Source: an optimization exercise on an open RTL-to-GDS flow (aim: small area). Production flows keep margins and buffers that such runs may drop. The RTL was checked by simulation tests, not by an equivalence proof against the original design. Power and IR drop assume default switching activity.

Design pong_main, start of the top module:
module pong_main
#(
  parameter SCR_W = 1280,
  parameter SCR_H = 720,
  parameter SIM = 1'b0
)
(
  input  wire        CLK,
  input  wire        RST,
  input  wire [10:0] H_CNT,
  input  wire [10:0] V_CNT,
  input  wire        EncA_QA,
  input  wire        EncA_QB,
  input  wire        EncB_QA,
  input  wire        EncB_QB,
  output wire [7:0]  RED,
  output wire [7:0]  GREEN,
  output wire [7:0]  BLUE,
  output wire [3:0]  LED
);
  function [11:0] add11;             
    input [10:0] a, b;
    integer i;
    reg c;
    begin
      c = 1'b0;
      for (i = 0; i < 11; i = i + 1) begin
        add11[i] = a[i] ^ b[i] ^ c;
        c = (a[i] & b[i]) | ((a[i] ^ b[i]) & c);
      end
      add11[11] = c;
    end
  endfunction
  function [11:0] add11c;            
    input [10:0] a, b;
    input        ci;
    integer i;
    reg c;
    begin
      c = ci;
      for (i = 0; i < 11; i = i + 1) begin
        add11c[i] = a[i] ^ b[i] ^ c;
  ...
==> flow/config.mk <==
export PLATFORM = sky130hd
export DESIGN_NAME = pong_main
export DESIGN_NICKNAME = pong_main
export VERILOG_FILES = /design/flow/design.v
export SDC_FILE = /design/flow/constraint.sdc
export NUM_CORES = 4
export LEC_CHECK = 0
export CAP_MARGIN = 20
export CORE_MARGIN = 2
export CORE_UTILIZATION = 40
export SLEW_MARGIN = 20
==> flow/constraint.sdc <==
create_clock -name core_clock -period 10.0 [get_ports {CLK}]
set_input_delay 2.0000 -clock core_clock [delete_from_list [all_inputs] [get_ports {CLK}]]
set_output_delay 2.0000 -clock core_clock [all_outputs]
set_load 0.01 [all_outputs]
standard.sh (not shown) runs the stock make flow with config.mk's settings and CLKGATE_MAP_FILE= SYNTH_SCRIPT=/design/flow/synth_recipe.tcl, a recipe that flattens the netlist after the stock synthesis.
==> flow/flow/run.sh <==
#!/bin/bash
# Layout flow: the standard flow (standard.sh), with three changes.
#  1. After the standard synthesis, its combinational logic is optimised
#     further; flip-flops (names and cells), full adders and half adders are
#     kept.  polarity.py picks the polarity of each full adder so that fewer
#     inverters sit between adders, ports and flip-flops; remap.sh re-maps the
#     remaining gates with ABC for area.  The result is proven equivalent to
#     the standard netlist (flip-flops cut, SAT on a miter) before it replaces
#     it; if anything fails the standard netlist is kept.
#  2. The port buffers are the smallest buffer (buf_1) instead of the default
#     choice (a delay cell).
#  3. Clock tree synthesis uses clkbuf_8 buffers and no dummy loads.
# Each tool writes its full output to its own log file in this folder.
set -euo pipefail
export BUFFER_PORTS_ARGS="-buffer_cell sky130_fd_sc_hd__buf_1"
export CTS_ARGS="-sink_clustering_enable -repair_clock_nets -dont_use_dummy_load -buf_list sky130_fd_sc_hd__clkbuf_8 -sink_clustering_size 16 -sink_clustering_max_diameter 100"

bash standard.sh synth > standard_synth.log 2>&1

R=orfs/results/${FLOW_PLATFORM}/pong_main/base
LIB=${FLOW_HOME}/platforms/${FLOW_PLATFORM}/lib/sky130_fd_sc_hd__tt_025C_1v80.lib
YOSYS=$(dirname "${FLOW_HOME}")/tools/install/yosys/bin/yosys
mkdir -p opt
cp "$R/1_2_yosys.v" opt/standard.v

optimise() {
  python3 flow/polarity.py opt/standard.v opt/polarity.v > opt/polarity.log 2>&1 || return 1
  # several ABC scripts (and random seeds), run side by side; the smallest
  # result is used
  local scripts=(
    "strash;&get,-n;&deepsyn,-T,30,-S,1;&put;dch;map,-a;topo;strash;dch;map,-a;topo"
    "strash;&get,-n;&deepsyn,-T,30,-S,2;&put;dch;map,-a;topo;strash;dch;map,-a;topo"
    "strash;&get,-n;&deepsyn,-T,30,-S,3;&put;dch;map,-a;topo;strash;dch;map,-a;topo"
    "strash;&get,-n;&deepsyn,-T,30,-S,4;&put;dch,-f;map,-a,-B,0;topo"
    "strash;&get,-n;&deepsyn,-T,30,-S,5;&put;dch;map,-a;topo"
    "strash;&get,-n;&deepsyn,-T,30,-S,6;&put;dch;map,-a;topo;strash;dch;map,-a;topo"
    "strash;&get,-n;&deepsyn,-T,30,-S,7;&put;dch;map,-a;topo;strash;dch;map,-a;topo"
    "strash;&get,-n;&deepsyn,-T,30,-S,8;&put;dch,-f;map,-a,-B,0;topo"
  )
  local best="" best_area="" i a
  for i in "${!scripts[@]}"; do
    bash flow/remap.sh opt/polarity.v opt/remap$i.v "$LIB" "$YOSYS" "${scripts[$i]}" > opt/remap_sh$i.log 2>&1 &
    if (( i % 4 == 3 )); then wait; fi
  done
  wait
  for i in "${!scripts[@]}"; do
    [[ -s opt/remap$i.v ]] || continue
    a=$(python3 flow/area.py "$LIB" opt/remap$i.v) || continue
    echo "script $i: ${scripts[$i]} area $a" >> opt/remap_choice.log
    if [[ -z "$best" ]] || python3 -c "import sys; sys.exit(0 if $a < $best_area else 1)"; then
      best=opt/remap$i.v; best_area=$a
    fi
  done
  [[ -n "$best" ]] || return 1
  echo "chosen: $best" >> opt/remap_choice.log
  cp "$best" opt/remap.v || return 1
  python3 flow/cutff.py opt/standard.v opt/standard_cut.v > opt/cutff.log 2>&1 || return 1
  python3 flow/cutff.py opt/remap.v opt/remap_cut.v >> opt/cutff.log 2>&1 || return 1
  cat > opt/equiv.ys <<EOT
read_liberty -ignore_miss_func $LIB
read_verilog opt/standard_cut.v
rename pong_main gold
read_verilog opt/remap_cut.v
rename pong_main gate
flatten gold gate
miter -equiv -flatten -make_outputs gold gate miter
hierarchy -top miter
sat -verify -prove trigger 0 miter
EOT
  "$YOSYS" -l opt/equiv.log opt/equiv.ys > /dev/null 2>&1 || return 1
  grep -q 'SUCCESS' opt/equiv.log || return 1
  # same flip-flops, by name and cell
  diff <(grep -o 'sky130_fd_sc_hd__df[a-z0-9_]* *[^ (]*' opt/standard.v | sort) \
       <(grep -o 'sky130_fd_sc_hd__df[a-z0-9_]* *[^ (]*' opt/remap.v | sort) > opt/ff_diff.log || return 1
}

if optimise; then
  cp opt/remap.v "$R/1_2_yosys.v"
  rm -f "$R/1_synth.odb" "$R/1_synth.sdc"
  echo "optimised netlist used" > opt/status.txt
else
  echo "optimisation failed; standard netlist kept" > opt/status.txt
fi

bash standard.sh > standard.log 2>&1
Other scripts of this flow, unchanged in this note and not shown: flow/flow/area.py, flow/flow/cutff.py, flow/flow/polarity.py, flow/flow/remap.sh
Change:
--- a/flow/design.v
+++ b/flow/design.v
@@ -201,46 +201,40 @@
     end
   wire l_top = gec12({5'd0, jl}, 12'd37) & ~gec12({5'd0, jl}, 12'd55);
   wire l_bot = gec12({5'd0, jl}, 12'd18) & ~gec12({5'd0, jl}, 12'd36);
   wire l_mid = (jl == 7'd36);
   wire r_top = gec12({5'd0, jr}, 12'd37) & ~gec12({5'd0, jr}, 12'd55);
   wire r_bot = gec12({5'd0, jr}, 12'd18) & ~gec12({5'd0, jr}, 12'd36);
   reg       go_start, stay;
   reg [3:0] nseg;
-  wire at_1271 = bh[10] & (&bh[7:4]) & (&bh[2:0]);              
-  wire at_1264 = bh[10] & (&bh[7:4]) & ~bh[2] & ~bh[1] & ~bh[0];  
-  wire at_369  = bh[8] & (&bh[6:4]) & bh[0];                    
-  wire at_370  = bh[8] & (&bh[6:4]) & bh[1];                    
-  wire at_913  = ~bh[10] & ~bh[6] & ~bh[5] & ~(|bh[3:1]);       
-  wire at_1272 = bh[10] & (&bh[7:3]);                           
   always @(*) begin
     go_start = 1'b0;
     stay     = 1'b0;
     nseg     = seg;
     case (seg)
       RLM:  if (bh == 11'd0) go_start = 1'b1;
             else if (bh == 11'd19) begin
               if (l_bot)      nseg = LRL;
               else if (l_top) nseg = LRUL;
               else if (l_mid) nseg = LRM;
             end
-      LRM:  if (at_1271) go_start = 1'b1;
-            else if (at_1264) begin
+      LRM:  if (bh == 11'd1271) go_start = 1'b1;
+            else if (bh == 11'd1264) begin
               if (r_top)      nseg = LRUR;
               else if (r_bot) nseg = RLL;
             end
-      LRUL: if (at_369) nseg = TBR;
-      LRL:  if (at_370) nseg = BTR;
-      RLL:  if (at_913) nseg = BTL;
+      LRUL: if (bh == 11'd369) nseg = TBR;
+      LRL:  if (bh == 11'd370) nseg = BTR;
+      RLL:  if (bh == 11'd913) nseg = BTL;
       BTL:  if (bh == 11'd8) go_start = 1'b1;
-      TBR:  if (at_1272) go_start = 1'b1;
+      TBR:  if (bh == 11'd1272) go_start = 1'b1;
             else stay = 1'b1;
       default:                        
-            if (at_1272) go_start = 1'b1;
+            if (bh == 11'd1272) go_start = 1'b1;
     endcase
   end
   wire u_z   = (u[3:0] == 4'd0);
   wire step  = ~start & ~mv & u[4] & u_z;
   wire left  = (seg == RLM) | (seg == RLL) | (seg == BTL);
   wire h_en  = step | (mv & stay);
   wire [10:0] bhn_step = addk11(bhn, h_en, ~left);
   always @(posedge CLK or posedge RST)
Result: Count of clock-buffer cells in the layout stays the same; clock power is about the same; final cell count rose by 1.3%; clock skew rose by 0.0070 ns; hold slack is worse by 0.018 ns; non-clock buffer count rose by 2; sequential power rose by about 2%; combinational power rose by about 1%; design area rose by 0.94%; routed wire length rose by 4.6%; via count rose by 1.2%; setup slack is better by 0.14 ns; synthesized cell count rose by 2.7%.

[afterwards: timing with drivers on the ports]
In the flow no input, the clock included, has a driving cell. The finished layouts below were timed again as built, in two steps. Step 1, drivers: a clkbuf_16 drives CLK and a buf_2 each remaining input, both assumed. Step 2 adds t to the input delays and takes it off the output delays; t is the mean of the earliest and latest rising clock arrival at the registers after step 1. Input paths then give back, and output paths get back, about the clock's delay inside the block. Slacks: ideal / step 1 / step 2; pairs: ideal / step 1.
| run | t (ns) | setup slack, ns | hold slack, ns |
|---|---|---|---|
| the first run | 0.315 | 0.337 / 0.315 / 0.315 | 0.368 / 0.368 / 0.368 |
| the second run | 0.320 | 0.477 / 0.453 / 0.453 | 0.350 / 0.350 / 0.350 |
After both steps setup and hold are still met in every run listed. The setup slack of the second run, which loses most, moves by -0.024 ns with the drivers and by -0.024 ns with both steps.
